What follows belongs to an exercise in optimizing a design on an open flow for small area; a production flow would make more cautious choices.
Only simulation tests tie the RTL to the original design; equivalence was not proved.
In every run shown here, the design's own scripts or RTL, not TritonCTS, make the clock network.
The clock port is modelled as an ideal driver, which makes a skipped or thinned clock tree look cheaper than it is; a real chip needs a root buffer or a tree.
Power and IR drop assume default switching activity.

`flow/design.v`:
```
module edge_det (
  input  wire clk,
  input  wire btn_in,    
  input  wire armed,
  output wire press
);
  reg s0, s1, s2, s3;
  always @(posedge clk) begin
    s0 <= btn_in;
    s1 <= s0;
    s2 <= s1;
    s3 <= s2;
  end
  assign press = armed & ~s2 & s3;
endmodule
module uart_rx (
  input  wire clk,
  input  wire rst,
  input  wire din,
  input  wire tick,
  output wire up,
  output wire down
);
  reg m, s;
  always @(posedge clk) begin
    m <= din;
    s <= m;
  end
  reg [7:0] pos;
  reg ok, b0;
  wire we = pos[7] & pos[6] & ~pos[0];
  wire [3:0] ph = pos[7:4];
  wire idle = pos[7] & pos[6];
  wire dec  = tick & ~pos[3] & pos[2] & pos[1] & pos[0];
  wire ph0  = ~|ph;
  wire stp  = pos[7] & pos[4];
  wire leave = dec & ((ph0 & s) | stp);
  always @(posedge clk) begin
    if (rst) pos <= 8'hff;
    else if (leave) pos <= {7'h7f, ~(stp & s & ok)};
    else if ((tick & (~idle | ~s)) | we) pos <= pos + 8'd1;
  end
  wire p1 = ~ph[3] & ~ph[2] & ~ph[1] & ph[0];
  wire bad = (~ph[3] & ~ph[2] & ph[1] & (s ^ ph[0]))           
           | (~ph[3] & ph[2] & ~ph[1] & ~ph[0] & s)            
           | (~ph[3] & ph[2] & ~ph[1] & ph[0] & (s ^ b0))      
           | (ph[2] & ph[1] & ph[0] & ~s)                      
           | (ph[3] & ~ph[0] & s);                             
  always @(posedge clk) begin
    ok <= (dec & p1) | (ok & ~(dec & bad));
    if (dec & p1) b0 <= s;
  end
  assign up   = we & b0;
  assign down = we & ~b0;
endmodule
module uart_keypad (input wire clk, input wire rst, output wire tick, output wire armed);
  reg [3:0] hi; reg [6:0] lo;
  reg [10:0] pc;
  assign tick  = &hi;
  assign armed = (pc[10:9]==2'b11) && (pc[7:0]==8'b00001001);
  wire [7:0] lo45 = {1'b0, lo} + 8'd45;
  always @(posedge clk) begin
    if (rst) begin hi <= 4'd0; lo <= 7'd45; end
    else if (tick) begin hi <= {2'b00, lo45[7], ~lo45[7]}; lo <= lo45[6:0]; end
    else hi <= hi + 4'd1;
  end
  always @(posedge clk) begin
    if (rst) pc <= 11'd0;
    else if (!armed && hi == 4'd14 && lo == 7'd0) pc <= {pc[9:0], ~(pc[10] ^ pc[8])};
  end
endmodule
module uart_tx (
  input  wire       clk,
  input  wire       rst,
  input  wire       go,
  input  wire [7:0] chr,
  output wire       re,
  output wire       rd,
  output wire       dout
);
  reg [3:0] s;
  reg [7:0] baud;    
  wire tx_on = ~s[3] | ~s[2] | (s[1] & s[0]);
  wire full  = (baud == 8'd168);
  wire w     = s[3] & s[2] & ~s[1] & ~s[0];
  assign re  = s[3] & s[2] & ~s[1] & s[0];
  assign rd  = s[3] & s[2] & s[1] & ~s[0];
  wire stop  = s[3] & ~s[2];
  always @(posedge clk) begin
    if (rst) s <= 4'd12;
    else if (tx_on & full & stop) s <= 4'd12;
    else if ((tx_on & full) | (w & go) | re | rd) s <= s + 4'd1;
  end
  always @(posedge clk) begin
    if (tx_on & ~full) baud <= {baud[6:0], ~(baud[7] ^ baud[5] ^ baud[4] ^ baud[3])};
    else baud <= 8'd0;
  end
  assign dout = s[3] ? ~(&s) : chr[s[2:0]];
endmodule
module top (
    input wire clk,
    input wire rst,
    input wire rx,
    input wire btn1,
    input wire btn2,
    output wire tx,
    output wire [5:0] led
);
  wire tick, armed;
  uart_keypad u_tb (.clk(clk), .rst(rst), .tick(tick), .armed(armed));
  wire p1, p2;
  edge_det u_ed1 (.clk(clk), .btn_in(btn1), .armed(armed), .press(p1));
  edge_det u_ed2 (.clk(clk), .btn_in(btn2), .armed(armed), .press(p2));
  wire k_up, k_down;
  uart_rx u_rx (.clk(clk), .rst(rst), .din(rx), .tick(tick), .up(k_up), .down(k_down));
  wire b1 = p1 | k_up;
  wire b2 = p2 | k_down;
  wire press_any = b1 | b2;
  reg  [5:0] cnt;
  wire [5:0] cnt_nx = b1 ? cnt + 6'd1 : b2 ? cnt - 6'd1 : cnt;
  reg       busy, de, sn, pending, adv;
  reg [3:0] cur;
  reg [5:0] lat;
  wire re, rd;
  wire [3:0] nxt1;
  assign nxt1[0] = (cur[1] & cur[0]) | (cur[3] & cur[2]);
  assign nxt1[1] = (cur[2]) | (cur[1] & ~cur[0]);
  assign nxt1[2] = (~cur[1] & ~cur[0]) | (cur[3] & ~cur[0]);
  assign nxt1[3] = (cur[0]) | (~cur[2] & cur[1]) | (cur[3] & cur[1]);
  wire is_tens = (cur[2] & cur[0]);
  wire is_units = (~cur[2] & cur[1] & cur[0]);
  wire is_last_a = (~cur[1] & cur[0]);
  wire is_last_n = (cur[3] & ~cur[1] & ~cur[0]);
  wire [3:0] nxt = adv ? nxt1 : cur;
  wire last = adv ? is_last_a : is_last_n;
  wire start   = press_any & ~busy;
  wire de_proc = ~press_any & busy & ~re & de;
  wire sn_proc = ~press_any & busy & ~re & ~de & sn;
  wire restart = de_proc & last & pending;
  wire finish  = de_proc & last & ~pending;
  wire adv_set = start | (de_proc & (~last | pending));
  always @(posedge clk) begin
    busy    <= ~rst & (start | (busy & ~finish));
    pending <= ~start & ~restart & (pending | (press_any & busy));
    de      <= ~start & ((~press_any & busy & re) | (de & ~de_proc));
    sn      <= ~start & ((de_proc & ~finish) | (sn & ~de_proc & ~sn_proc));
    if (start | restart) lat <= cnt_nx;
  end
  always @(posedge clk) cnt <= rst ? 6'd0 : cnt_nx;
  always @(posedge clk) adv <= adv_set | (adv & ~rd);
  always @(posedge clk) begin
    if (press_any & ~busy) cur <= 4'd8;
    else if (rd) cur <= nxt;
  end
  wire [2:0] tens  = lat / 6'd10;
  wire [3:0] units = lat % 6'd10;
  wire [7:0] chr;
  assign chr[0] = (cur[2] & ~cur[1]) | (~cur[1] & cur[0]) | (is_tens & tens[0]) | (is_units & units[0]);
  assign chr[1] = (~cur[3] & cur[2]) | (cur[3] & ~cur[2] & ~cur[0]) | (is_tens & tens[1]) | (is_units & units[1]);
  assign chr[2] = (~cur[1] & cur[0]) | (~cur[3] & cur[1]) | (is_tens & tens[2]) | (is_units & units[2]);
  assign chr[3] = (~cur[1] & cur[0]) | (~cur[3] & cur[2] & cur[1]) | (cur[3] & ~cur[2] & ~cur[0]) | (is_units & units[3]);
  assign chr[4] = (~cur[2] & cur[1]) | (cur[2] & cur[0]);
  assign chr[5] = (cur[3] & cur[1]);
  assign chr[6] = (~cur[3]);
  assign chr[7] = 1'b0;
  uart_tx u_tx (.clk(clk), .rst(rst), .go(busy & ~sn), .chr(chr), .re(re), .rd(rd), .dout(tx));
  assign led = ~cnt;
endmodule
```
`flow/flow/run.sh`:
```
#!/bin/bash
# Standard ORFS layout with three changes:
#  - synthesis maps the logic with an area-oriented ABC script instead of
#    ORFS's abc_area.script: each flow/*.script is tried and the one giving
#    the smallest netlist is used (the registers are the same for all);
#  - a one-level clock tree built by flow/cts_hook.tcl instead of TritonCTS;
#  - the smallest buffer on the ports.
set -euo pipefail
W=$(pwd)
best=""
best_area=""
for s in "$W"/flow/*.script; do
  n=$(basename "$s" .script)
  rm -rf "$W/scripts_$n" "$W/trial_$n"
  cp -r "$FLOW_HOME/scripts" "$W/scripts_$n"
  cp "$s" "$W/scripts_$n/abc_area.script"
  if bash standard.sh WORK_HOME="$W/trial_$n" SCRIPTS_DIR="$W/scripts_$n" synth > "$W/trial_$n.log" 2>&1; then
    a=$(awk '/Chip area for module/ {print $NF}' "$W"/trial_$n/reports/*/top/base/synth_stat.txt)
    echo "$n $a" >> "$W/trials.txt"
    if [[ -z "$best_area" ]] || awk -v a="$a" -v b="$best_area" 'BEGIN { exit !(a < b) }'; then
      best=$n
      best_area=$a
    fi
  fi
  rm -rf "$W/trial_$n"
done
echo "using $best $best_area" >> "$W/trials.txt"
bash standard.sh SCRIPTS_DIR="$W/scripts_$best" synth > "$W/synth.log" 2>&1
export PRE_CTS_TCL="$W/flow/cts_hook.tcl"
export CLK_NBUF=4
export CLK_BUFCELL=sky130_fd_sc_hd__clkbuf_8
export CLK_BUFCELL_BIG=sky130_fd_sc_hd__clkbuf_16
export CLK_SLEW_UP=0.125
export BUFFER_PORTS_ARGS="-buffer_cell sky130_fd_sc_hd__buf_1"
bash standard.sh > "$W/layout.log" 2>&1
```
`flow/flow/amap.script`:
```
strash
dc2
dch -f
amap
topo
```
`flow/flow/b2.script`:
```
strash
dc2
dch -f
amap
strash
dch -f
amap
topo
```
`flow/flow/b6.script`:
```
strash
dc2
dch -f
amap -F 4 -A 4
topo
```
`flow/flow/c2.script`:
```
strash
dc2
dch -f
amap
strash
dch -f
amap
strash
dch -f
amap
topo
```
`flow/flow/c4.script`:
```
strash
&get -n
&dc2
&dch -f
&put
amap
strash
&get -n
&dch -f
&put
amap
topo
```
`flow/flow/cts_hook.tcl`:
```
# Sourced before clock tree synthesis (PRE_CTS_TCL). Replaces TritonCTS's
# H-tree, which for a design this small puts nine large buffers on the
# clock, with a one-level tree: CLK_NBUF buffers of type CLK_BUFCELL, each
# driving the flip-flops of one slice of the die, fed from the clock port.
rename clock_tree_synthesis __tritoncts
proc clock_tree_synthesis { args } {
  set nbuf $::env(CLK_NBUF)
  set cell $::env(CLK_BUFCELL)
  set db [ord::get_db]
  set block [ord::get_db_block]
  set master [$db findMaster $cell]
  set clk_name [get_full_name [lindex [get_property [lindex [all_clocks] 0] sources] 0]]
  set clknet [$block findNet $clk_name]
  set sinks {}
  foreach it [$clknet getITerms] {
    set loc [[$it getInst] getLocation]
    lappend sinks [list [lindex $loc 0] [lindex $loc 1] $it]
  }
  set n [llength $sinks]
  puts "custom clock tree: $n sinks, $nbuf x $cell"
  # k-means on the sink locations, seeded from slices along x
  set sinks [lsort -integer -index 0 $sinks]
  set cx {}
  set cy {}
  for { set b 0 } { $b < $nbuf } { incr b } {
    set s [lindex $sinks [expr { ($n * (2 * $b + 1)) / (2 * $nbuf) }]]
    lappend cx [lindex $s 0]
    lappend cy [lindex $s 1]
  }
  for { set iter 0 } { $iter < 20 } { incr iter } {
    set assign {}
    foreach s $sinks {
      set best 0
      set bd -1
      for { set b 0 } { $b < $nbuf } { incr b } {
        set dx [expr { [lindex $s 0] - [lindex $cx $b] }]
        set dy [expr { [lindex $s 1] - [lindex $cy $b] }]
        set d [expr { abs($dx) + abs($dy) }]
        if { $bd < 0 || $d < $bd } {
          set bd $d
          set best $b
        }
      }
      lappend assign $best
    }
    set ncx {}
    set ncy {}
    for { set b 0 } { $b < $nbuf } { incr b } {
      set sx 0
      set sy 0
      set k 0
      foreach s $sinks a $assign {
        if { $a == $b } {
          set sx [expr { $sx + [lindex $s 0] }]
          set sy [expr { $sy + [lindex $s 1] }]
          incr k
        }
      }
      if { $k > 0 } {
        lappend ncx [expr { $sx / $k }]
        lappend ncy [expr { $sy / $k }]
      } else {
        lappend ncx [lindex $cx $b]
        lappend ncy [lindex $cy $b]
      }
    }
    set cx $ncx
    set cy $ncy
  }
  for { set b 0 } { $b < $nbuf } { incr b } {
    set inst [odb::dbInst_create $block $master "clkbuf_custom_$b"]
    $inst setLocation [lindex $cx $b] [lindex $cy $b]
    $inst setPlacementStatus PLACED
    set net [odb::dbNet_create $block "clknet_custom_$b"]
    $net setSigType CLOCK
    [$inst findITerm A] connect $clknet
    [$inst findITerm X] connect $net
    foreach s $sinks a $assign {
      if { $a == $b } {
        set it [lindex $s 2]
        $it disconnect
        $it connect $net
      }
    }
  }
  set_propagated_clock [all_clocks]
  # A buffer whose output slew comes out high at this placement is swapped
  # for the next larger one.
  estimate_parasitics -placement
  set big [$db findMaster $::env(CLK_BUFCELL_BIG)]
  for { set b 0 } { $b < $nbuf } { incr b } {
    set s [get_property [get_pins clkbuf_custom_$b/X] slew_max]
    puts "clkbuf_custom_$b output slew $s"
    if { $s > $::env(CLK_SLEW_UP) } {
      [$block findInst clkbuf_custom_$b] swapMaster $big
      puts "  swapped to $::env(CLK_BUFCELL_BIG)"
    }
  }
}
```
`flow/flow/d6.script`:
```
strash
dc2
dch -f
amap
strash
dch -f
amap
strash
fraig
dch -f
amap
topo
```
`flow/standard.sh`:
```
#!/bin/bash
# synth_recipe.tcl (not shown) runs the flow's synth.tcl, then flattens the netlist and writes it again
# the make line also repeats each setting of config.mk as NAME=value (left out here)
make -C /OpenROAD-flow-scripts/flow DESIGN_CONFIG=/design/flow/config.mk WORK_HOME=/design/flow/orfs CLKGATE_MAP_FILE= SYNTH_SCRIPT=/design/flow/synth_recipe.tcl "${@:-finish}"
```
`flow/config.mk`:
```
export PLATFORM = sky130hd
export DESIGN_NAME = top
export DESIGN_NICKNAME = top
export VERILOG_FILES = /design/flow/design.v
export SDC_FILE = /design/flow/constraint.sdc
export NUM_CORES = 4
export LEC_CHECK = 0
export ABC_AREA = 1
export CAP_MARGIN = 20
export CORE_MARGIN = 2
export CORE_UTILIZATION = 40
export SLEW_MARGIN = 20
```
`flow/constraint.sdc`:
```
create_clock -name core_clock -period 37.0 [get_ports {clk}]
set_input_delay 7.4000 -clock core_clock [delete_from_list [all_inputs] [get_ports {clk}]]
set_output_delay 7.4000 -clock core_clock [all_outputs]
set_load 0.01 [all_outputs]
```
==> results.ini, run 1 <==
[run_status]
outcome=complete, no violations

[sta]
fin_crit_sh_pct=28.7
tns_ns=0
fin_crit_ns=10.64
fin_skew_ns=0.0186
hold_viol=0
rsz0062_at_grt=false
relSlewSlack_pct=43.5
fin_hold_ws_ns=0.331
tightest_slew_ns=0.838
drv_slew=0
setup_viol=0
fmax_ghz=0.0940

[yosys]
syn_area_um2=3220
synth_area_leaders=dfxtp_1 42%, nor2_1 11%, clkinv_1 6.5%
postSynthAreaPerCell_um2=7.96
synth_area_leader_cell=dfxtp_1
async_reset_ff_share_pct=0
synth_ff_type=dfxtp_1
synth_cell_types=33
seq_area_frac_synth_pct=48.7
ys_ff_latch=75
netlist_instances=405
yosys_warnings=5
synth-edff-count=7
synth_top_area_share_pct=42.2
synth_nets=418

[detailed_routing]
vias=2682
wl_per_cell_um=11.2
dr.pass1.iters=4
finalWirelength_um=5880
via_per_inst=5.13
ant_nets=0
drc=0
drt_iter0_markers=81

[floorplan]
fp.dieW_um=93.8
dieHeight_um=93.8
rows=32
core_um2=7770
ios=12
initial_core_util_pct=41.5
dieArea_um2=8790

[clock_tree]
ctsResizeCount=0
post_cts_buffers=0
clk_pin_slew_ns=0.08
holdBufCountCts=0
clk_latency_ns=0.15

[final_layout]
nets=436
fillCellCount=782
drive_gt1_share_pct=1.19
diodes=0
areaGrowthSynthToFinish_pct=7.88

[setup_path]
required_ns=29.60
arrival_ns=3.24
startpoint=lat[3]$_DFFE_PN_
worstPathMaxFanout=5
critPathSlowestCell=edfxtp_1
r2r_slack_ns=33.57
start_kind=flip-flop
r2r_end=lat[5]$_DFFE_PN_
max_stage_delay_ns=0.44
r2r_cells=14
r2r_start=u_tb.pc[7]$_SDFFE_PP0P_
end_kind=output port
cp_cell_sequence=o21ai_0 -> o21ai_0 -> nor2_1 -> nor2_1 -> o21ai_0 -> nor2_1 -> nor2b_1 -> nor2_1 -> nor2_1 -> nor2_1 -> a21oi_1 -> a31oi_1 -> a31oi_1 -> nor2_1 -> o221a_1 -> a21oi_1 -> buf_1
crit_top_cell=nor2_1
path_class=flip-flop to output port
worstSetupEndpoint=tx

[placement]
place_congestion=0.836
dp_hpwl_um=4490
port_buffers=11

[worst_hold_path]
min_path_type=flip-flop to flip-flop

[power_and_ir_drop]
vdd_drop_max_v=0.0000264
powerDensity_nw_per_um2=44.1
p_leak_nw=1.22

[global_route]
antenna_found_initial=0
grt_usage_pct=13.7
grt_pass1_vias=2367
grt_max_degree=29
grt_pass1_wl_um=10400
grt_overflow=0

[run]
cap_violations=0

layout make-up:
cell class | instances | area, µm² | share of cell area, %
sequential | 75 | 1570 | 45.2
tap | 102 | 128 | 3.67
buffer | 4 | 77.6 | 2.23
timing repair buffer | 12 | 48.8 | 1.40
multi-input combinational | 274 | 1440 | 41.5
inverter | 56 | 210 | 6.04
per-layer routing:
layer / global-route usage (%) / routed length, µm / vias to the layer above / part of all wire [%]
met1: 18.9 / 2970 / 1220 / 50
met5: 0 / 0 / - / 0
met3: 0.803 / 122 / 4 / 2.1
met2: 24.3 / 2730 / 29 / 46
met4: 1.45 / 63 / 0 / 1.1
li1: - / - / 1429 / -
Yosys cell counts (6+ instances only):
master    number
a211oi_1       7
a21oi_1       27
a22oi_1       11
a31oi_1        6
clkinv_1      56
dfxtp_1       68
edfxtp_1       7
ha_1           8
nand2_1       26
nand3_1        7
nor2_1        94
nor2b_1        8
nor3_1        13
o21ai_0       27
o22ai_1        6
critical path: cells and delay by family (launching register included):
kind / cells / cell delay (ns)
AO/OA/AOI/OAI: 8 / 1.58
AND/OR/NAND/NOR: 8 / 0.90
flip-flops: 1 / 0.44
buffers and inverters: 1 / 0.17
logic make-up after synthesis:
family	count (synthesis)	share of synthesized area (%)
buffers and inverters	56	6.52
AND/OR/NAND/NOR	164	21.8
flip-flops	75	48.7
adder cells (fa/ha/maj)	8	3.10
AO/OA/AOI/OAI	102	19.8
stage by stage:
step | cells | worst slack (ns) | total power, W | utilization, % | cell area, µm²
finish | 523 | 26.36 | 0.000153 | 44.8 | 3480
global route | 523 | 25.96 | 0.000163 | 44.8 | 3480
CTS | 523 | 26.33 | 0.000155 | 44.8 | 3480
detailed placement | 519 | 26.49 | 0.000121 | 43.8 | 3400
global placement | 519 | 26.67 | 0.000121 | 43.8 | 3400
floorplan | 405 | 26.99 | 0.000114 | - | 3220
sequential cells by signal, indices dropped and copies added, names as in the netlist, 4 cells and up:
register	count
cnt	6
cur	4
lat	6
u_rx.pos	8
u_tb.hi	4
u_tb.lo	7
u_tb.pc	11
u_tx.baud	8
u_tx.s	4
power breakdown:
group / leakage (nW) / switching [W] / internal (W)
logic: 0.558 / 0.0000167 / 0.0000104
registers: 0.626 / 0.00000623 / 0.0000863
clock network: 0.0390 / 0.0000188 / 0.0000148
cells in the final DEF (no fill, tap or decap), drive strengths merged, types with 2 or more instances in the layout:
cell / n
nor2: 94
dfxtp: 68
clkinv: 56
a21oi: 27
o21ai: 27
nand2: 26
nor3: 13
buf: 12
a22oi: 11
nor2b: 8
ha: 8
nand3: 7
a211oi: 7
edfxtp: 7
o22ai: 6
a31oi: 6
o221ai: 5
or3: 5
nor4: 4
clkbuf: 4
nand4: 3
o31ai: 2
or2: 2
o21a: 2
how the worst min path moves through the flow:
stage | to | from | cells after the start
floorplan | u_ed1.s1$_DFF_P_ | u_ed1.s0$_DFF_P_ | 0
finish | u_rx.s$_DFF_P_ | u_rx.m$_DFF_P_ | 0
global placement | u_ed1.s1$_DFF_P_ | u_ed1.s0$_DFF_P_ | 0
global route | u_rx.s$_DFF_P_ | u_rx.m$_DFF_P_ | 0
detailed placement | u_ed2.s2$_DFF_P_ | u_ed2.s1$_DFF_P_ | 0
CTS | u_ed2.s2$_DFF_P_ | u_ed2.s1$_DFF_P_ | 0
==> run 2: changes to the inputs <==
--- a/flow/flow/run.sh
+++ b/flow/flow/run.sh
@@ -28,5 +28,5 @@
 bash standard.sh SCRIPTS_DIR="$W/scripts_$best" synth > "$W/synth.log" 2>&1
 export PRE_CTS_TCL="$W/flow/cts_hook.tcl"
-export CLK_NBUF=4
+export CLK_NBUF=3
 export CLK_BUFCELL=sky130_fd_sc_hd__clkbuf_8
 export CLK_BUFCELL_BIG=sky130_fd_sc_hd__clkbuf_16
--- a/flow/config.mk
+++ b/flow/config.mk
@@ -9,4 +9,5 @@
 export CAP_MARGIN = 20
 export CORE_MARGIN = 2
-export CORE_UTILIZATION = 40
+export CORE_UTILIZATION = 70
+export PLACE_DENSITY = 0.85
 export SLEW_MARGIN = 20
==> results.ini, run 2 <==
[run_status]
outcome=complete, no violations

[sta]
tns_ns=0  ; unchanged
tightest_slew_ns=0.843  ; +0.00429 ns
hold_viol=0  ; unchanged
fin_crit_sh_pct=28.8  ; about the same
relSlewSlack_pct=43.2  ; -0.29 points
fin_skew_ns=0.0248  ; +0.00616 ns
setup_viol=0  ; unchanged
drv_slew=0  ; unchanged
rsz0062_at_grt=false
fin_crit_ns=10.64  ; +0.00440 ns
fmax_ghz=0.0940  ; about the same

[final_layout]
fin_util_pct=77.6  ; +33 points
final_cells=472  ; -9.8%
reg_top3=u_tb.pc (11), u_rx.pos (8), u_tx.baud (8)
fillCellCount=322  ; -59%
largest_reg_flops=11  ; unchanged
nets=435  ; -0.23%
diodes=0  ; unchanged
drive_gt1_share_pct=0.952  ; -0.24 points
max_flop_register=u_tb.pc
layout_common_cells=94 x nor2_1, 68 x dfxtp_1, 56 x clkinv_1
layout_commonest_cell=nor2_1
areaGrowthSynthToFinish_pct=5.51

[yosys]
synth_cell_types=33  ; unchanged
synth-edff-count=7  ; unchanged
yosys_warnings=5  ; unchanged
synth_ff_type=dfxtp_1
seq_area_frac_synth_pct=48.7  ; unchanged
ys_ff_latch=75  ; unchanged
synth_top_area_share_pct=42.2  ; unchanged
syn_area_um2=3220  ; unchanged
yosysMostFrequentCell=nor2_1
synth_commonest_cells=94 x nor2_1, 68 x dfxtp_1, 56 x clkinv_1, 27 x a21oi_1, 27 x o21ai_0
postSynthAreaPerCell_um2=7.96  ; unchanged
async_reset_ff_share_pct=0  ; unchanged
synth_area_leader_cell=dfxtp_1
netlist_instances=405  ; unchanged
synth_nets=418  ; unchanged
synth_area_leaders=dfxtp_1 42%, nor2_1 11%, clkinv_1 6.5%

[floorplan]
dieHeight_um=71.9  ; -23%
dieArea_um2=5170  ; -41%
fp.dieW_um=71.9  ; -23%
ios=12  ; unchanged
core_um2=4380  ; -44%
rows=24  ; -25%
initial_core_util_pct=73.5  ; +32 points

[setup_path]
worstPathMaxFanout=5  ; unchanged
start_kind=flip-flop
arrival_ns=3.24  ; about the same
path_class=flip-flop to output port
end_kind=output port
required_ns=29.60  ; about the same

[detailed_routing]
vias=2686  ; +0.15%
dr.pass1.iters=4  ; unchanged
via_per_inst=5.69  ; +11%
finalWirelength_um=5700  ; -3.1%
ant_nets=0  ; unchanged
wl_per_cell_um=12.1  ; +7.4%
drc=0  ; unchanged
drt_iter0_markers=214  ; +160%

[power_and_ir_drop]
powerDensity_nw_per_um2=44.4  ; +0.77%
vdd_drop_max_v=0.0000517  ; +96%
p_leak_nw=1.22  ; -0.59%

[clock_tree]
holdBufCountCts=0  ; unchanged
clk_pin_slew_ns=0.09  ; about the same
post_cts_buffers=0  ; unchanged
ctsResizeCount=0  ; unchanged
clk_latency_ns=0.17  ; +0.02 ns

[global_route]
grt_max_degree=33  ; +14%
grt_overflow=0  ; unchanged
antenna_found_initial=0  ; unchanged
grt_usage_pct=23.4  ; +9.7 points
grt_pass1_wl_um=10200  ; -1.7%
grt_pass1_vias=2404  ; +1.6%

[run]
cap_violations=0  ; unchanged

[placement]
place_congestion=0.875  ; +4.7%
port_buffers=11  ; unchanged
dp_hpwl_um=4340  ; -3.3%
dpl.cell_count=469  ; -9.6%

[worst_hold_path]
min_path_type=flip-flop to flip-flop

[run 2: changes by cell type in the layout (fill, tap and decap cells not counted), sizes merged]
cell	previous run	this run
clkbuf	4	3
[run 2: metal layers]
metal | wire length [µm] | track usage, % | share of wire [%]
met5 | 0 | 0 | 0
met4 | 63 | 3.35 | 1.1
met3 | 208 | 0.985 | 3.6
met2 | 2620 | 40.4 | 46
met1 | 2810 | 33.5 | 49
[run 2: kinds of logic after synthesis]
kind of cell | synth area share, %
flip-flops | 48.7
AND/OR/NAND/NOR | 21.8
adder cells (fa/ha/maj) | 3.10
buffers and inverters | 6.52
AO/OA/AOI/OAI | 19.8
[run 2: path summary, 6_finish.rpt]
path,slack (ns),endpoint,start,cells after the start
worst max register to register,33.52,lat[4]$_DFFE_PN_,u_tb.pc[4]$_SDFFE_PP0P_,14
worst max-delay path,26.36,tx,lat[3]$_DFFE_PN_,17
worst min register to register,0.33,u_rx.s$_DFF_P_,u_rx.m$_DFF_P_,0
worst min-delay path,0.33,u_rx.s$_DFF_P_,u_rx.m$_DFF_P_,0
[run 2: per-stage QoR]
stage          instance area (µm²)  hold slack (ns)  setup slack (ns)  total power (W)
2_1_floorplan                 3220            0.310             26.99         0.000114
5_1_grt                       3400            0.349             25.91         0.000160
6_report                      3400            0.335             26.36         0.000151
3_3_place_gp                  3340            0.310             26.72         0.000120
3_5_place_dp                  3340            0.313             26.55         0.000121
4_1_cts                       3400            0.340             26.36         0.000152
[run 2: area by class of cell]
class / count / area (µm²) / share of cell area (%)
Sequential cell: 75 / 1570 / 46.2
Multi-Input combinational cell: 274 / 1440 / 42.4
Inverter: 56 / 210 / 6.18
Timing Repair Buffer: 12 / 48.8 / 1.43
Buffer: 3 / 63.8 / 1.88
Tap cell: 52 / 65.1 / 1.91
[run 2: worst max-delay path, cell delays in order, from the launching register on]
cell,delay (ns)
edfxtp_1,0.44
o21ai_0,0.29
o21ai_0,0.19
nor2_1,0.17
nor2_1,0.09
o21ai_0,0.27
nor2_1,0.11
nor2b_1,0.16
nor2_1,0.09
nor2_1,0.17
nor2_1,0.06
a21oi_1,0.12
a31oi_1,0.10
a31oi_1,0.18
nor2_1,0.05
o221a_1,0.27
a21oi_1,0.13
buf_1,0.20
[run 2: power by group]
group	switching, W	leakage [nW]	internal, W
Combinational	0.0000171	0.558	0.0000104
Sequential	0.00000605	0.626	0.0000864
Clock	0.0000186	0.0318	0.0000125
==> run 3: changes to the inputs <==
--- a/flow/flow/run.sh
+++ b/flow/flow/run.sh
@@ -28,5 +28,5 @@
 bash standard.sh SCRIPTS_DIR="$W/scripts_$best" synth > "$W/synth.log" 2>&1
 export PRE_CTS_TCL="$W/flow/cts_hook.tcl"
-export CLK_NBUF=3
+export CLK_NBUF=4
 export CLK_BUFCELL=sky130_fd_sc_hd__clkbuf_8
 export CLK_BUFCELL_BIG=sky130_fd_sc_hd__clkbuf_16
==> results.ini, run 3 <==
[detailed_routing]
via_per_inst=5.73  ; +0.75%
wl_per_cell_um=12.1  ; +0.51%
drt_iter0_markers=219  ; +2.3%
drc=0  ; unchanged
ant_nets=0  ; unchanged
finalWirelength_um=5740  ; +0.72%
vias=2712  ; +0.97%
dr.pass1.iters=4  ; unchanged

[yosys]
synth_nets=418  ; unchanged
ys_ff_latch=75  ; unchanged
async_reset_ff_share_pct=0  ; unchanged
yosys_warnings=5  ; unchanged
synth-edff-count=7  ; unchanged
synth_ff_type=dfxtp_1
synth_commonest_cells=94 x nor2_1, 68 x dfxtp_1, 56 x clkinv_1, 27 x a21oi_1, 27 x o21ai_0
syn_area_um2=3220  ; unchanged
synth_area_leader_cell=dfxtp_1
synth_cell_types=33  ; unchanged
yosysMostFrequentCell=nor2_1
seq_area_frac_synth_pct=48.7  ; unchanged
synth_top_area_share_pct=42.2  ; unchanged
synth_area_leaders=dfxtp_1 42%, nor2_1 11%, clkinv_1 6.5%
netlist_instances=405  ; unchanged
postSynthAreaPerCell_um2=7.96  ; unchanged

[final_layout]
drive_gt1_share_pct=1.19  ; +0.24 points
areaGrowthSynthToFinish_pct=5.24
diodes=0  ; unchanged
layout_commonest_cell=nor2_1
final_area_um2=3390  ; -0.26%
reg_top3=u_tb.pc (11), u_rx.pos (8), u_tx.baud (8)
nets=436  ; +0.23%
ff_latch_area_um2=1570  ; unchanged
max_flop_register=u_tb.pc
largest_reg_flops=11  ; unchanged
layout_common_cells=94 x nor2_1, 68 x dfxtp_1, 56 x clkinv_1
multi_input_area_um2=1440  ; unchanged
fillCellCount=324  ; +0.62%

[power_and_ir_drop]
p_int_w=0.000107  ; -2.2%
p_sw_share_pct=28.3  ; +0.69 points
powerDensity_nw_per_um2=44.0  ; -1.0%
power_switching_w=0.0000423  ; +1.2%
seqPwrFrac_pct=61.9  ; +0.7 points
vdd_drop_max_v=0.0000410  ; -21%
pwr-share-clk_pct=19.6  ; -1.0 points
p_comb_share_pct=18.5  ; +0.2 points
p_leak_nw=1.21  ; -0.25%

[sta]
fin_skew_ns=0.0246  ; -0.000163 ns
fin_crit_sh_pct=28.8  ; about the same
drv_slew=0  ; unchanged
hold_viol=0  ; unchanged
relSlewSlack_pct=42.0  ; -1.2 points
rsz0062_at_grt=false
fmax_ghz=0.0939  ; about the same
tns_ns=0  ; unchanged
setup_viol=0  ; unchanged
tightest_slew_ns=0.860  ; +0.0177 ns
fin_crit_ns=10.65  ; +0.00850 ns

[floorplan]
dieArea_um2=5170  ; unchanged
dieHeight_um=71.9  ; unchanged
initial_core_util_pct=73.5  ; unchanged
rows=24  ; unchanged
fp.dieW_um=71.9  ; unchanged
core_um2=4380  ; unchanged
ios=12  ; unchanged

[run]
cap_violations=0  ; unchanged

[worst_hold_path]
min_path_type=flip-flop to flip-flop

[setup_path]
required_ns=29.60  ; about the same
end_kind=output port
start_kind=flip-flop
worstPathMaxFanout=5  ; unchanged
arrival_ns=3.25  ; about the same
path_class=flip-flop to output port

[placement]
placed_area_um2=3340  ; unchanged
dp_hpwl_um=4340  ; unchanged
place_congestion=0.875  ; unchanged
port_buffers=11  ; unchanged

[global_route]
antenna_found_initial=0  ; unchanged
grt_usage_pct=23.3  ; -0.067 points
grt_pass1_vias=2400  ; -0.17%
grt_pass1_wl_um=10200  ; unchanged
grt_overflow=0  ; unchanged
grt_max_degree=29  ; -12%

[clock_tree]
clk_latency_ns=0.17  ; about the same
ctsResizeCount=0  ; unchanged
post_cts_buffers=0  ; unchanged
holdBufCountCts=0  ; unchanged
clk_pin_slew_ns=0.10  ; about the same

[run_status]
outcome=complete, no violations

-- run 3: cell types whose count changed in the layout (fill, tap and decap cells not counted), sizes merged --
cell and delta:
clkbuf +1
-- run 3: logic make-up after synthesis --
family	share of synthesized area [%]
simple gates	21.8
buf+inv	6.52
fa+ha+maj	3.10
compound gates	19.8
flops	48.7
-- run 3: final timing paths --
| path | to | slack (ns) | from | depth (start not counted) |
|---|---|---|---|---|
| worst max-delay path | tx | 26.35 | lat[3]$_DFFE_PN_ | 17 |
| worst min-delay path | u_rx.s$_DFF_P_ | 0.34 | u_rx.m$_DFF_P_ | 0 |
| worst max register to register | lat[4]$_DFFE_PN_ | 33.56 | u_tb.pc[4]$_SDFFE_PP0P_ | 14 |
| worst min register to register | u_rx.s$_DFF_P_ | 0.34 | u_rx.m$_DFF_P_ | 0 |
-- run 3: power groups by stage --
stage / sequential [W] / combinational (W) / clock [W]
finish: 0.0000924 / 0.0000276 / 0.0000292
detailed placement: 0.0000941 / 0.0000271 / 0
global placement: 0.0000941 / 0.0000263 / 0
floorplan: 0.0000926 / 0.0000219 / 0
CTS: 0.0000923 / 0.0000273 / 0.0000298
global route: 0.0000934 / 0.0000322 / 0.0000324
-- run 3: per-stage QoR --
stage                     setup slack [ns]  cells  utilization (%)  total power (W)  hold WS (ns)
after floorplan                      26.99    405                -         0.000114         0.310
after global placement               26.72    469             76.1         0.000120         0.310
after detailed placement             26.55    469             76.1         0.000121         0.313
after CTS                            26.35    473             77.4         0.000149         0.340
after global routing                 25.91    473             77.4         0.000158         0.345
final                                26.35    473             77.4         0.000149         0.338
-- run 3: metal layers --
| layer | wire (µm) | up-vias | track usage [%] |
|---|---|---|---|
| li1 | - | 1442 | - |
| met1 | 2870 | 1214 | 34.0 |
| met2 | 2640 | 50 | 39.6 |
| met3 | 163 | 6 | 0.985 |
| met4 | 67 | 0 | 3.35 |
| met5 | 0 | - | 0 |
-- run 3: critical path, cell delays in order (launching register included) --
cell,delay (ns)
edfxtp_1,0.44
o21ai_0,0.29
o21ai_0,0.19
nor2_1,0.17
nor2_1,0.09
o21ai_0,0.27
nor2_1,0.11
nor2b_1,0.16
nor2_1,0.09
nor2_1,0.17
nor2_1,0.06
a21oi_1,0.12
a31oi_1,0.10
a31oi_1,0.18
nor2_1,0.05
o221a_1,0.27
a21oi_1,0.13
buf_1,0.20
-- run 3: final cells by class --
class | instances | area share, %
well taps | 52 | 1.92
repair buffers | 12 | 1.44
inverters | 56 | 6.19
flip-flops and latches | 75 | 46.3
multi-input cells | 274 | 42.5
plain buffers | 4 | 1.62
==> run 4: changes to the inputs <==
--- a/flow/config.mk
+++ b/flow/config.mk
@@ -9,5 +9,4 @@
 export CAP_MARGIN = 20
 export CORE_MARGIN = 2
-export CORE_UTILIZATION = 70
-export PLACE_DENSITY = 0.85
+export CORE_UTILIZATION = 60
 export SLEW_MARGIN = 20
==> results.ini, run 4 <==
[run_status]
outcome=complete, no violations

[sta]
tightest_slew_ns=0.871  ; +0.0103 ns
fin_crit_sh_pct=28.8  ; -0.031 points
hold_viol=0  ; unchanged
setup_viol=0  ; unchanged
drv_slew=0  ; unchanged
tns_ns=0  ; unchanged
rsz0062_at_grt=false
fin_skew_ns=0.0137  ; -0.0109 ns
fin_crit_ns=10.64  ; -0.0116 ns
fmax_ghz=0.0940  ; +0.11%
relSlewSlack_pct=41.3  ; -0.70 points

[yosys]
syn_area_um2=3220  ; unchanged
netlist_instances=405  ; unchanged
yosysMostFrequentCell=nor2_1
async_reset_ff_share_pct=0  ; unchanged
synthAdderAreaFrac_pct=3.10  ; unchanged
synth_top_area_share_pct=42.2  ; unchanged
synthMuxAreaShare_pct=0  ; unchanged
synth_compound_area_share_pct=19.8  ; unchanged
synth_cell_types=33  ; unchanged
seq_area_frac_synth_pct=48.7  ; unchanged
synth_nets=418  ; unchanged
yosys_warnings=5  ; unchanged
synth_area_leaders=dfxtp_1 42%, nor2_1 11%, clkinv_1 6.5%
synth_top_family_by_area=simple AND/OR/NAND/NOR gates
synth-edff-count=7  ; unchanged
synth_area_leader_cell=dfxtp_1
synthXorXnorAreaFrac_pct=0  ; unchanged
postSynthAreaPerCell_um2=7.96  ; unchanged
ys_ff_latch=75  ; unchanged
yosys.area_share.simple_pct=21.8  ; unchanged
synth_ff_type=dfxtp_1
synth_commonest_cells=94 x nor2_1, 68 x dfxtp_1, 56 x clkinv_1, 27 x a21oi_1, 27 x o21ai_0

[detailed_routing]
dr.pass1.iters=5  ; +1
drt_iter0_markers=177  ; -19%
via_per_inst=5.51  ; -3.9%
ant_nets=0  ; unchanged
wl_per_cell_um=11.7  ; -3.3%
finalWirelength_um=5770  ; +0.40%
vias=2706  ; -0.22%
drc=0  ; unchanged

[final_layout]
nets=436  ; unchanged
max_flop_register=u_tb.pc
largest_reg_flops=11  ; unchanged
layout_commonest_cell=nor2_1
final_area_um2=3420  ; +0.66%
final_cells=491  ; +3.8%
layout_common_cells=94 x nor2_1, 68 x dfxtp_1, 56 x clkinv_1
diodes=0  ; unchanged
multi_input_area_um2=1440  ; unchanged
drive_gt1_share_pct=1.19  ; unchanged
fillCellCount=461  ; +42%
areaGrowthSynthToFinish_pct=5.94
fin_util_pct=66.5  ; -11 points
ff_latch_area_um2=1570  ; unchanged
reg_top3=u_tb.pc (11), u_rx.pos (8), u_tx.baud (8)

[setup_path]
end_kind=output port
required_ns=29.60  ; about the same
start_kind=flip-flop
arrival_ns=3.24  ; about the same
worstPathMaxFanout=5  ; unchanged
path_class=flip-flop to output port
startpoint=lat[3]$_DFFE_PN_
r2r_start=u_tb.pc[4]$_SDFFE_PP0P_

[placement]
dpl.cell_count=487  ; +3.8%
placed_area_um2=3360  ; +0.67%
port_buffers=11  ; unchanged
dp_hpwl_um=4370  ; +0.50%
place_congestion=0.846  ; -3.3%

[power_and_ir_drop]
powerDensity_nw_per_um2=43.6  ; -0.86%
vdd_drop_max_v=0.0000418  ; +1.9%
p_leak_nw=1.21  ; unchanged

[clock_tree]
clk_pin_slew_ns=0.11  ; about the same
post_cts_buffers=0  ; unchanged
holdBufCountCts=0  ; unchanged
ctsResizeCount=0  ; unchanged
clk_latency_ns=0.17  ; about the same

[run]
cap_violations=0  ; unchanged

[worst_hold_path]
hp-start=u_ed1.s1$_DFF_P_
min_path_type=flip-flop to flip-flop

[global_route]
grt_pass1_wl_um=10500  ; +2.8%
grt_overflow=0  ; unchanged
antenna_found_initial=0  ; unchanged
grt_pass1_vias=2427  ; +1.1%
grt_max_degree=29  ; unchanged
grt_usage_pct=20.2  ; -3.1 points

[floorplan]
fp.dieW_um=77.3  ; +7.6%
dieArea_um2=5980  ; +16%
ios=12  ; unchanged
core_um2=5140  ; +17%
rows=26  ; +8.3%
initial_core_util_pct=62.7  ; -11 points
dieHeight_um=77.3  ; +7.6%

==> run 4: cell counts after synthesis <==
Identical to the previous run, type by type.
==> run 4: critical path: stages (launching register included) <==
cell,delay (ns)
edfxtp_1,0.45
o21ai_0,0.30
o21ai_0,0.21
nor2_1,0.17
nor2_1,0.08
o21ai_0,0.26
nor2_1,0.11
nor2b_1,0.15
nor2_1,0.08
nor2_1,0.16
nor2_1,0.06
a21oi_1,0.12
a31oi_1,0.09
a31oi_1,0.20
nor2_1,0.06
o221a_1,0.26
a21oi_1,0.15
buf_1,0.18
==> run 4: through the flow <==
step / hold slack, ns / setup WS (ns) / power, W
2_1_floorplan: 0.310 / 26.99 / 0.000114
3_5_place_dp: 0.313 / 26.53 / 0.000121
4_1_cts: 0.339 / 26.33 / 0.000150
3_3_place_gp: 0.310 / 26.70 / 0.000121
6_report: 0.339 / 26.36 / 0.000149
5_1_grt: 0.343 / 25.91 / 0.000158
==> run 4: kinds of logic (layout without fill, tap and decap cells) <==
| group | Yosys count | count (layout) |
|---|---|---|
| AND/OR/NAND/NOR | 164 | 164 |
| AO/OA/AOI/OAI | 102 | 102 |
| flip-flops | 75 | 75 |
| buffers and inverters | 56 | 72 |
| adder cells (fa/ha/maj) | 8 | 8 |
==> run 4: cell type report <==
class / instances / area share (%)
timing repair buffer: 12 / 1.43
inverter: 56 / 6.15
tap: 70 / 2.56
multi-input combinational: 274 / 42.2
buffer: 4 / 1.61
sequential: 75 / 46.0
==> run 4: worst paths after layout <==
kind / cells after the start / endpoint / slack, ns
worst min-delay path: 0 / u_ed1.s2$_DFF_P_ / 0.34
worst max register to register: 14 / lat[3]$_DFFE_PN_ / 33.55
worst max-delay path: 17 / tx / 26.36
worst min register to register: 0 / u_ed1.s2$_DFF_P_ / 0.34
==> run 4: routing by layer <==
layer  global-route usage (%)  vias up  part of all wire [%]
met5                        0        -                     0
met4                     2.50        0                   1.4
met3                    0.941        7                   3.3
met2                     34.8       59                    44
met1                     29.0     1204                    51
li1                         -     1436                     -
==> run 4: power by group <==
part / switching [W] / internal (W) / total, W
registers: 0.00000617 / 0.0000864 / 0.0000925
logic: 0.0000171 / 0.0000104 / 0.0000274
clock network: 0.0000188 / 0.0000101 / 0.0000289
total: 0.0000421 / 0.000107 / 0.000149
==> run 5: changes to the inputs <==
--- a/flow/design.v
+++ b/flow/design.v
@@ -73,6 +73,6 @@
   input  wire       clk,
   input  wire       rst,
-  input  wire       go,
-  input  wire [7:0] chr,
+  input  wire       go,      
+  input  wire [7:0] chr,     
   output wire       re,
   output wire       rd,
@@ -83,12 +83,14 @@
   wire tx_on = ~s[3] | ~s[2] | (s[1] & s[0]);
   wire full  = (baud == 8'd168);
-  wire w     = s[3] & s[2] & ~s[1] & ~s[0];
-  assign re  = s[3] & s[2] & ~s[1] & s[0];
-  assign rd  = s[3] & s[2] & s[1] & ~s[0];
-  wire stop  = s[3] & ~s[2];
+  assign re  = s[3] & ~s[1] & s[0];
+  assign rd  = s[3] & s[1] & ~s[0];
+  wire s0_n = (~s[3] & s[0] & ~full) | (~s[3] & ~s[0] & full) | (s[3] & s[1] & ~full)
+            | (s[3] & s[2] & ~s[0] & go);
+  wire s1_n = (s[1] & ~full) | (s[1] & ~s[0]) | (s[3] & ~s[1] & s[0]) | (~s[1] & s[0] & full);
+  wire s2_n = (s[2] & ~s[1]) | (s[2] & ~full) | (s[2] & ~s[0]) | (s[3] & ~s[2] & full)
+            | (~s[2] & s[1] & s[0] & full);
+  wire s3_n = (s[3] & ~s[0]) | (s[3] & ~full) | (~s[3] & s[2] & s[1] & s[0] & full);
   always @(posedge clk) begin
-    if (rst) s <= 4'd12;
-    else if (tx_on & full & stop) s <= 4'd12;
-    else if ((tx_on & full) | (w & go) | re | rd) s <= s + 4'd1;
+    s <= {s3_n | rst, s2_n | rst, s1_n & ~rst, s0_n & ~rst};
   end
   always @(posedge clk) begin
@@ -96,5 +98,5 @@
     else baud <= 8'd0;
   end
-  assign dout = s[3] ? ~(&s) : chr[s[2:0]];
+  assign dout = s[3] ? (~s[1] | ~s[0]) : chr[s[2:0]];
 endmodule
 module top (
==> flow/flow/d5.script (new file) <==
strash
dc2
dch -f
amap -x
strash
dch -f
amap -x
topo
==> results.ini, run 5 <==
[global_route]
grt_pass1_wl_um=10400  ; -0.66%
grt_usage_pct=20.2  ; +0.046 points
grt_pass1_vias=2408  ; -0.78%
antenna_found_initial=0  ; unchanged
grt_overflow=0  ; unchanged
grt_max_degree=32  ; +10%

[final_layout]
areaGrowthSynthToFinish_pct=6.62
layout_commonest_cell=nor2_1
fillCellCount=455  ; -1.3%
nets=424  ; -2.8%
fin_util_pct=66.3  ; -0.14 points
reg_top3=u_tb.pc (11), u_rx.pos (8), u_tx.baud (8)
multi_input_area_um2=1400  ; -3.3%
diodes=0  ; unchanged
max_flop_register=u_tb.pc
ff_latch_area_um2=1570  ; unchanged
layout_common_cells=80 x nor2_1, 68 x dfxtp_1, 56 x clkinv_1
largest_reg_flops=11  ; unchanged
drive_gt1_share_pct=1.46  ; +0.28 points

[placement]
port_buffers=11  ; unchanged
place_congestion=0.774  ; -8.5%
dp_hpwl_um=4280  ; -2.0%

[yosys]
synth_area_leaders=dfxtp_1 43%, nor2_1 9.5%, clkinv_1 6.6%
synthMuxAreaShare_pct=0  ; unchanged
synth_nets=405  ; -3.1%
ys_ff_latch=75  ; unchanged
syn_area_um2=3180  ; -1.5%
netlist_instances=393  ; -3.0%
synth_cell_types=38  ; +15%
synth-edff-count=7  ; unchanged
synth_top_family_by_area=simple AND/OR/NAND/NOR gates
yosys.area_share.simple_pct=21.1  ; -0.78 points
synthAdderAreaFrac_pct=2.76  ; -0.35 points
yosysMostFrequentCell=nor2_1
synth_top_area_share_pct=42.9  ; +0.63 points
async_reset_ff_share_pct=0  ; unchanged
synth_ff_type=dfxtp_1
synth_compound_area_share_pct=20.1  ; +0.30 points
yosys_warnings=5  ; unchanged
synth_area_leader_cell=dfxtp_1
synthXorXnorAreaFrac_pct=0  ; unchanged
postSynthAreaPerCell_um2=8.08  ; +1.5%
synth_commonest_cells=80 x nor2_1, 68 x dfxtp_1, 56 x clkinv_1, 25 x nand2_1
seq_area_frac_synth_pct=49.5  ; +0.73 points

[floorplan]
dieArea_um2=5890  ; -1.4%
ios=12  ; unchanged
core_um2=5110  ; -0.63%
rows=26  ; unchanged
dieHeight_um=76.8  ; -0.70%
initial_core_util_pct=62.2  ; -0.53 points
fp.dieW_um=76.8  ; -0.70%

[power_and_ir_drop]
powerDensity_nw_per_um2=37.1  ; -15%
p_leak_nw=1.19  ; -1.7%
vdd_drop_max_v=0.0000445  ; +6.4%

[setup_path]
cp_cell_sequence=o21ai_0 -> or2_0 -> o21a_1 -> nand2_1 -> a31oi_1 -> nor2_1 -> a21oi_1 -> nor2b_1 -> nor2_1 -> nor2_1 -> nor2_1 -> a21oi_1 -> nor2_1 -> a2111oi_0 -> or3_1 -> a32oi_1 -> nand2_1 -> o21ai_0 -> buf_1
critical_path_buf_inv_count=1  ; unchanged
required_ns=29.60  ; about the same
worstPathMaxFanout=3  ; -2
crit_top_cell=nor2_1
max_stage_delay_ns=0.42  ; -0.03 ns
critPathSlowestCell=edfxtp_1
critPathTopFamily=compound AO/OA/AOI/OAI gates
arrival_ns=3.34  ; +0.10 ns
path_class=flip-flop to output port
start_kind=flip-flop
end_kind=output port

[sta]
fmax_ghz=0.0931  ; -0.96%
relSlewSlack_pct=41.7  ; +0.36 points
tns_ns=0  ; unchanged
fin_crit_sh_pct=29.0  ; +0.28 points
drv_slew=0  ; unchanged
hold_viol=0  ; unchanged
fin_skew_ns=0.0148  ; +0.00113 ns
fin_crit_ns=10.74  ; +0.103 ns
setup_viol=0  ; unchanged
rsz0062_at_grt=false
tightest_slew_ns=0.865  ; -0.00530 ns
fin_hold_ws_ns=0.332  ; -0.00663 ns

[worst_hold_path]
min_path_type=flip-flop to flip-flop

[detailed_routing]
vias=2601  ; -3.9%
ant_nets=0  ; unchanged
wl_per_cell_um=12.0  ; +2.1%
drt_iter0_markers=89  ; -50%
via_per_inst=5.42  ; -1.7%
dr.pass1.iters=4  ; -1
drc=0  ; unchanged
finalWirelength_um=5750  ; -0.21%

[run]
cap_violations=0  ; unchanged

[clock_tree]
ctsResizeCount=0  ; unchanged
holdBufCountCts=0  ; unchanged
post_cts_buffers=0  ; unchanged
clk_pin_slew_ns=0.10  ; about the same
clk_latency_ns=0.16  ; about the same

[run_status]
outcome=complete, no violations

==> run 5: path summary, 6_finish.rpt <==
check | startpoint | end | slack, ns | depth (start not counted)
setup / recovery | lat[4]$_DFFE_PN_ | tx | 26.26 | 19
hold / removal | u_rx.m$_DFF_P_ | u_rx.s$_DFF_P_ | 0.33 | 0
setup reg to reg | u_tb.pc[5]$_SDFFE_PP0P_ | lat[4]$_DFFE_PN_ | 34.17 | 14
hold reg to reg | u_rx.m$_DFF_P_ | u_rx.s$_DFF_P_ | 0.33 | 0
==> run 5: cells by family (layout without fill, tap and decap cells) <==
family	after synthesis	in the layout
flops	75	75
fa+ha+maj	7	7
simple gates	153	153
buf+inv	56	73
compound gates	102	102
==> run 5: power breakdown <==
| part | internal, W | leakage, nW | switching, W |
|---|---|---|---|
| Combinational | 0.00000317 | 0.551 | 0.00000524 |
| Clock | 0.0000125 | 0.0339 | 0.0000191 |
| Sequential | 0.0000840 | 0.607 | 0.00000172 |
| Total | 0.0000996 | 1.19 | 0.0000261 |
==> run 5: cell type report <==
class                           count  share of cell area (%)
Sequential cell                    75                    46.4
Timing Repair Buffer               13                    1.66
Multi-Input combinational cell    262                    41.2
Inverter                           56                    6.21
Tap cell                           70                    2.59
Buffer                              4                    1.96
==> run 5: through the flow <==
stage	cells	instance area (µm²)	worst slack (ns)	total power [W]
2_1_floorplan	393	3180	26.91	0.0000935
5_1_grt	480	3390	25.86	0.000131
4_1_cts	480	3390	26.25	0.000126
3_5_place_dp	476	3320	26.47	0.0000959
3_3_place_gp	476	3320	26.62	0.0000958
6_report	480	3390	26.26	0.000126
==> run 5: per-layer routing <==
metal  global-route usage, %  wire length (µm)
met2                    35.2              2610
met5                       0                 0
met3                    1.76               193
met4                    2.36                51
met1                    28.4              2900
==> run 6: changes to the inputs <==
--- a/flow/flow/run.sh
+++ b/flow/flow/run.sh
@@ -31,5 +31,5 @@
 export CLK_BUFCELL=sky130_fd_sc_hd__clkbuf_8
 export CLK_BUFCELL_BIG=sky130_fd_sc_hd__clkbuf_16
-export CLK_SLEW_UP=0.125
+export CLK_SLEW_UP=0.122
 export BUFFER_PORTS_ARGS="-buffer_cell sky130_fd_sc_hd__buf_1"
 bash standard.sh > "$W/layout.log" 2>&1
--- a/flow/flow/cts_hook.tcl
+++ b/flow/flow/cts_hook.tcl
@@ -28,19 +28,26 @@
     lappend cy [lindex $s 1]
   }
+  # balanced k-means: each buffer takes at most ceil(n / nbuf) sinks
+  set cap [expr { ($n + $nbuf - 1) / $nbuf }]
   for { set iter 0 } { $iter < 20 } { incr iter } {
-    set assign {}
+    set pairs {}
+    set i 0
     foreach s $sinks {
-      set best 0
-      set bd -1
       for { set b 0 } { $b < $nbuf } { incr b } {
-        set dx [expr { [lindex $s 0] - [lindex $cx $b] }]
-        set dy [expr { [lindex $s 1] - [lindex $cy $b] }]
-        set d [expr { abs($dx) + abs($dy) }]
-        if { $bd < 0 || $d < $bd } {
-          set bd $d
-          set best $b
-        }
+        set d [expr { abs([lindex $s 0] - [lindex $cx $b]) + abs([lindex $s 1] - [lindex $cy $b]) }]
+        lappend pairs [list $d $i $b]
       }
-      lappend assign $best
+      incr i
+    }
+    set pairs [lsort -integer -index 0 $pairs]
+    set assign [lrepeat $n -1]
+    set load [lrepeat $nbuf 0]
+    foreach p $pairs {
+      set i [lindex $p 1]
+      set b [lindex $p 2]
+      if { [lindex $assign $i] < 0 && [lindex $load $b] < $cap } {
+        lset assign $i $b
+        lset load $b [expr { [lindex $load $b] + 1 }]
+      }
     }
     set ncx {}
==> results.ini, run 6 <==
[run_status]
outcome=complete, no violations

[power_and_ir_drop]
p_leak_nw=1.19  ; -0.43%
seqPwrFrac_pct=69.4  ; +1.2 points
pwr-share-clk_pct=23.8  ; -1.3 points
vdd_drop_max_v=0.0000427  ; -4.1%
p_sw_share_pct=21.3  ; +0.55 points
p_int_w=0.0000973  ; -2.4%
powerDensity_nw_per_um2=36.6  ; -1.4%
power_switching_w=0.0000263  ; +0.90%
finalPower_w=0.000124  ; -1.7%
p_comb_share_pct=6.8  ; about the same

[setup_path]
startpoint=lat[4]$_DFFE_PN_
path_class=flip-flop to output port
worstSetupEndpoint=tx
start_kind=flip-flop
worstPathMaxFanout=3  ; unchanged
r2r_end=lat[5]$_DFFE_PN_
r2r_slack_ns=34.15  ; -0.02 ns
r2r_cells=14  ; unchanged
r2r_start=u_tb.pc[5]$_SDFFE_PP0P_
required_ns=29.60  ; about the same
arrival_ns=3.40  ; +0.06 ns
end_kind=output port

[yosys]
synth-edff-count=7  ; unchanged
synth_commonest_cells=80 x nor2_1, 68 x dfxtp_1, 56 x clkinv_1, 25 x nand2_1
yosysMostFrequentCell=nor2_1
ys_ff_latch=75  ; unchanged
seq_area_frac_synth_pct=49.5  ; unchanged
postSynthAreaPerCell_um2=8.08  ; unchanged
async_reset_ff_share_pct=0  ; unchanged
synth_nets=405  ; unchanged
netlist_instances=393  ; unchanged
syn_area_um2=3180  ; unchanged
synth_cell_types=38  ; unchanged
synth_area_leaders=dfxtp_1 43%, nor2_1 9.5%, clkinv_1 6.6%
synth_top_area_share_pct=42.9  ; unchanged
yosys_warnings=5  ; unchanged
synth_area_leader_cell=dfxtp_1
synth_ff_type=dfxtp_1

[detailed_routing]
drc=0  ; unchanged
finalWirelength_um=5780  ; +0.42%
wl_per_cell_um=12.0  ; +0.42%
dr.pass1.iters=4  ; unchanged
ant_nets=0  ; unchanged
via_per_inst=5.41  ; -0.12%
vias=2598  ; -0.12%
drt_iter0_markers=134  ; +51%

[final_layout]
largest_reg_flops=11  ; unchanged
nets=424  ; unchanged
max_flop_register=u_tb.pc
areaGrowthSynthToFinish_pct=6.26
diodes=0  ; unchanged
fillCellCount=456  ; +0.22%
layout_commonest_cell=nor2_1
drive_gt1_share_pct=1.46  ; unchanged
reg_top3=u_tb.pc (11), u_rx.pos (8), u_tx.baud (8)
final_area_um2=3380  ; -0.33%
final_cells=480  ; unchanged
layout_common_cells=80 x nor2_1, 68 x dfxtp_1, 56 x clkinv_1

[sta]
fin_skew_ns=0.0135  ; -0.00135 ns
hold_viol=0  ; unchanged
tightest_slew_ns=0.863  ; -0.00200 ns
fmax_ghz=0.0926  ; -0.58%
drv_slew=0  ; unchanged
fin_hold_ws_ns=0.336  ; +0.00425 ns
setup_viol=0  ; unchanged
tns_ns=0  ; unchanged
relSlewSlack_pct=41.8  ; +0.13 points
fin_crit_sh_pct=29.2  ; +0.17 points
fin_crit_ns=10.80  ; +0.0628 ns
rsz0062_at_grt=false

[floorplan]
initial_core_util_pct=62.2  ; unchanged
dieHeight_um=76.8  ; unchanged
rows=26  ; unchanged
core_um2=5110  ; unchanged
ios=12  ; unchanged
fp.dieW_um=76.8  ; unchanged
dieArea_um2=5890  ; unchanged

[clock_tree]
clk_pin_slew_ns=0.12  ; +0.02 ns
ctsResizeCount=0  ; unchanged
holdBufCountCts=0  ; unchanged
post_cts_buffers=0  ; unchanged
clk_latency_ns=0.17  ; about the same

[placement]
port_buffers=11  ; unchanged
dp_hpwl_um=4280  ; unchanged
dpl.cell_count=476  ; unchanged
place_congestion=0.774  ; unchanged
placed_area_um2=3320  ; unchanged

[worst_hold_path]
min_path_type=flip-flop to flip-flop

[global_route]
grt_usage_pct=20.3  ; +0.061 points
grt_overflow=0  ; unchanged
grt_pass1_wl_um=10400  ; about the same
grt_max_degree=32  ; unchanged
grt_pass1_vias=2418  ; +0.42%
antenna_found_initial=0  ; unchanged

[run]
cap_violations=0  ; unchanged

[run 6: cell counts after synthesis]
No cell type changed its count.
[run 6: cell type report]
cell class / count / area (µm²) / share of cell area (%)
Tap cell: 70 / 87.6 / 2.59
Buffer: 4 / 55.1 / 1.63
Multi-Input combinational cell: 262 / 1400 / 41.3
Sequential cell: 75 / 1570 / 46.6
Timing Repair Buffer: 13 / 56.3 / 1.67
Inverter: 56 / 210 / 6.23
[run 6: worst min path at each step]
stage                     startpoint  slack, ns  cells after the start               end
finish              u_ed1.s0$_DFF_P_       0.34                      0  u_ed1.s1$_DFF_P_
floorplan           u_ed1.s0$_DFF_P_       0.31                      0  u_ed1.s1$_DFF_P_
detailed placement  u_ed1.s0$_DFF_P_       0.31                      0  u_ed1.s1$_DFF_P_
global placement    u_ed1.s0$_DFF_P_       0.31                      0  u_ed1.s1$_DFF_P_
global route        u_ed1.s0$_DFF_P_       0.35                      0  u_ed1.s1$_DFF_P_
CTS                 u_ed1.s0$_DFF_P_       0.34                      0  u_ed1.s1$_DFF_P_
[run 6: stage by stage]
stage	setup slack, ns	utilization (%)
finish	26.20	66.1
global route	25.81	66.1
CTS	26.23	66.1
detailed placement	26.47	65.0
global placement	26.62	65.0
floorplan	26.91	-
[run 6: kinds of logic (layout without fill, tap and decap cells)]
group,after synthesis,after routing,synth area share [%]
fa+ha+maj,7,7,2.76
compound gates,102,102,20.1
buf+inv,56,73,6.62
simple gates,153,153,21.1
flops,75,75,49.5
[run 6: critical path, cell delays in order (launching register included)]
cell	delay, ns
edfxtp_1	0.42
o21ai_0	0.24
or2_0	0.17
o21a_1	0.16
nand2_1	0.08
a31oi_1	0.26
nor2_1	0.09
a21oi_1	0.17
nor2b_1	0.22
nor2_1	0.08
nor2_1	0.18
nor2_1	0.08
a21oi_1	0.13
nor2_1	0.05
a2111oi_0	0.39
or3_1	0.16
a32oi_1	0.09
nand2_1	0.07
o21ai_0	0.08
buf_1	0.13
[run 6: power by group through the flow]
stage / sequential [W] / clock [W] / combinational (W)
after global placement: 0.0000875 / 0 / 0.00000828
after floorplan: 0.0000872 / 0 / 0.00000636
final: 0.0000858 / 0.0000295 / 0.00000837
after CTS: 0.0000857 / 0.0000304 / 0.00000835
after detailed placement: 0.0000876 / 0 / 0.00000834
after global routing: 0.0000861 / 0.0000328 / 0.00000972
[run 6: metal layers]
| metal | share of wire [%] | global-route usage, % |
|---|---|---|
| met4 | 1.3 | 2.73 |
| met5 | 0 | 0 |
| met3 | 3.0 | 1.53 |
| met2 | 46 | 35.3 |
| met1 | 50 | 28.5 |
==> run 7: changes to the inputs <==
--- a/flow/config.mk
+++ b/flow/config.mk
@@ -7,6 +7,6 @@
 export LEC_CHECK = 0
 export ABC_AREA = 1
-export CAP_MARGIN = 20
+export CAP_MARGIN = 0
 export CORE_MARGIN = 2
 export CORE_UTILIZATION = 60
-export SLEW_MARGIN = 20
+export SLEW_MARGIN = 0
==> results.ini, run 7 <==
[run_status]
outcome=complete, no violations

[yosys]
synth_area_leaders=dfxtp_1 43%, nor2_1 9.5%, clkinv_1 6.6%
synth_ff_type=dfxtp_1
async_reset_ff_share_pct=0  ; unchanged
ys_ff_latch=75  ; unchanged
synth_area_leader_cell=dfxtp_1
yosys_warnings=5  ; unchanged
synth_top_area_share_pct=42.9  ; unchanged
yosysMostFrequentCell=nor2_1
synth-edff-count=7  ; unchanged
synth_commonest_cells=80 x nor2_1, 68 x dfxtp_1, 56 x clkinv_1, 25 x nand2_1
syn_area_um2=3180  ; unchanged
netlist_instances=393  ; unchanged
synth_cell_types=38  ; unchanged
postSynthAreaPerCell_um2=8.08  ; unchanged
seq_area_frac_synth_pct=49.5  ; unchanged
synth_nets=405  ; unchanged

[global_route]
grt_pass1_vias=2418  ; unchanged
grt_overflow=0  ; unchanged
grt_pass1_wl_um=10400  ; unchanged
grt_usage_pct=20.3  ; unchanged
antenna_found_initial=0  ; unchanged
grt_use_met1_pct=28.5  ; unchanged
grt_busiest_layer=met2
use_met3_pct=1.53  ; unchanged
met2_usage_pct=35.3  ; unchanged
grt_max_degree=32  ; unchanged

[final_layout]
layout_common_cells=80 x nor2_1, 68 x dfxtp_1, 56 x clkinv_1
drive_gt1_share_pct=1.46  ; unchanged
areaGrowthSynthToFinish_pct=6.26  ; unchanged
layout_commonest_cell=nor2_1
reg_top3=u_tb.pc (11), u_rx.pos (8), u_tx.baud (8)
largest_reg_flops=11  ; unchanged
diodes=0  ; unchanged
nets=424  ; unchanged
max_flop_register=u_tb.pc

[clock_tree]
ctsResizeCount=0  ; unchanged
post_cts_buffers=0  ; unchanged
holdBufCountCts=0  ; unchanged
clk_latency_ns=0.17  ; about the same
clk_pin_slew_ns=0.12  ; about the same

[detailed_routing]
via_per_inst=5.41  ; unchanged
wl_per_cell_um=12.0  ; unchanged
ant_nets=0  ; unchanged
finalWirelength_um=5780  ; unchanged
drt_iter0_markers=134  ; unchanged
vias=2598  ; unchanged
drc=0  ; unchanged
dr.pass1.iters=4  ; unchanged

[floorplan]
rows=26  ; unchanged
core_um2=5110  ; unchanged
dieHeight_um=76.8  ; unchanged
ios=12  ; unchanged
dieArea_um2=5890  ; unchanged
initial_core_util_pct=62.2  ; unchanged
fp.dieW_um=76.8  ; unchanged

[placement]
dp_hpwl_um=4280  ; unchanged
pre_cts_slack_ns=26.47  ; unchanged
place_congestion=0.774  ; unchanged
port_buffers=11  ; unchanged

[worst_hold_path]
min_path_type=flip-flop to flip-flop

[sta]
hold_viol=0  ; unchanged
fin_crit_ns=10.80  ; unchanged
drv_slew=0  ; unchanged
fin_crit_sh_pct=29.2  ; unchanged
tns_ns=0  ; unchanged
fmax_ghz=0.0926  ; unchanged
relSlewSlack_pct=41.8  ; unchanged
fin_skew_ns=0.0135  ; unchanged
tightest_slew_ns=0.863  ; unchanged
finalWorstSetupSlack_ns=26.20  ; unchanged
setup_viol=0  ; unchanged
rsz0062_at_grt=false

[setup_path]
path_class=flip-flop to output port
r2r_slack_ns=34.15  ; about the same
arrival_ns=3.40  ; about the same
critPathSlowestCell=edfxtp_1
end_kind=output port
critPathTopFamily=compound AO/OA/AOI/OAI gates
worstPathMaxFanout=3  ; unchanged
crit_top_cell=nor2_1
max_stage_delay_ns=0.42  ; about the same
required_ns=29.60  ; about the same
cp_cell_sequence=o21ai_0 -> or2_0 -> o21a_1 -> nand2_1 -> a31oi_1 -> nor2_1 -> a21oi_1 -> nor2b_1 -> nor2_1 -> nor2_1 -> nor2_1 -> a21oi_1 -> nor2_1 -> a2111oi_0 -> or3_1 -> a32oi_1 -> nand2_1 -> o21ai_0 -> buf_1
critical_path_buf_inv_count=1  ; unchanged
start_kind=flip-flop

[power_and_ir_drop]
vdd_drop_max_v=0.0000427  ; unchanged
powerDensity_nw_per_um2=36.6  ; unchanged
p_leak_nw=1.19  ; unchanged
finalPower_w=0.000124  ; unchanged

[run]
cap_violations=0  ; unchanged

## run 7: cell type report
cell class                 instances  area (µm²)
fill                             456        1730
sequential                        75        1570
multi-input combinational        262        1400
inverter                          56         210
tap                               70        87.6
timing repair buffer              13        56.3
buffer                             4        55.1
## run 7: path summary, 6_finish.rpt
| check | from | to | depth (start not counted) |
|---|---|---|---|
| max | lat[4]$_DFFE_PN_ | tx | 19 |
| min | u_ed1.s0$_DFF_P_ | u_ed1.s1$_DFF_P_ | 0 |
| max reg2reg | u_tb.pc[5]$_SDFFE_PP0P_ | lat[5]$_DFFE_PN_ | 14 |
| min reg2reg | u_ed1.s0$_DFF_P_ | u_ed1.s1$_DFF_P_ | 0 |
## run 7: power by group
| group | internal (W) | leakage (nW) | switching (W) | total (W) |
|---|---|---|---|---|
| logic | 0.00000317 | 0.551 | 0.00000520 | 0.00000837 |
| clock network | 0.0000101 | 0.0288 | 0.0000194 | 0.0000295 |
| registers | 0.0000840 | 0.607 | 0.00000174 | 0.0000858 |
| total | 0.0000973 | 1.19 | 0.0000263 | 0.000124 |
## run 7: cells by family after synthesis
logic type | count (synthesis) | share of synthesized area (%)
and+or+nand+nor | 153 | 21.1
buffers and inverters | 56 | 6.62
DFF | 75 | 49.5
AOI/OAI and AO/OA | 102 | 20.1
adders and majority gates | 7 | 2.76
## run 7: stage by stage
| step | utilization, % | area, µm² | hold WS, ns | instances |
|---|---|---|---|---|
| after floorplan | - | 3180 | 0.310 | 393 |
| after global placement | 65.0 | 3320 | 0.310 | 476 |
| after detailed placement | 65.0 | 3320 | 0.313 | 476 |
| after CTS | 66.1 | 3380 | 0.339 | 480 |
| after global routing | 66.1 | 3380 | 0.348 | 480 |
| final | 66.1 | 3380 | 0.336 | 480 |
## run 7: per-layer routing
| layer | vias up | part of all wire, % |
|---|---|---|
| met5 | - | 0 |
| met3 | 7 | 3.0 |
| met4 | 0 | 1.3 |
| met1 | 1155 | 50 |
| li1 | 1404 | - |
| met2 | 32 | 46 |

## afterwards: timing with drivers on the ports
The flow's constraints put no driver on any port. The routed layouts listed below were extracted and timed again, unchanged, in two steps.
Step 1 (the two cells are an assumption about what drives the block):
set clk [get_ports {clk}]
set_driving_cell -lib_cell sky130_fd_sc_hd__clkbuf_16 $clk
set_driving_cell -lib_cell sky130_fd_sc_hd__buf_2 [delete_from_list [all_inputs] $clk]
Step 2, shift: input delay + t, output delay - t, t = (earliest + latest rising clock arrival at the registers) / 2. This alone moves slack from input paths to output paths.
Three values: no drivers, after step 1, after step 2; two values: the first two.
run | t (ns) | setup WS [ns] | worst slew at a driven data input, ns
run 1 | 0.213 | 26.363 / 26.296 / 26.509 | 0.03
run 2 | 0.216 | 26.359 / 26.301 / 26.516 | 0.03
run 3 | 0.216 | 26.350 / 26.295 / 26.512 | 0.03
run 4 | 0.212 | 26.362 / 26.309 / 26.521 | 0.03
run 5 | 0.218 | 26.258 / 26.193 / 26.412 | 0.04
run 6 | 0.223 | 26.196 / 26.136 / 26.359 | 0.04
run 7 | 0.223 | 26.196 / 26.136 / 26.359 | 0.04
After both steps every run listed still meets setup and hold.
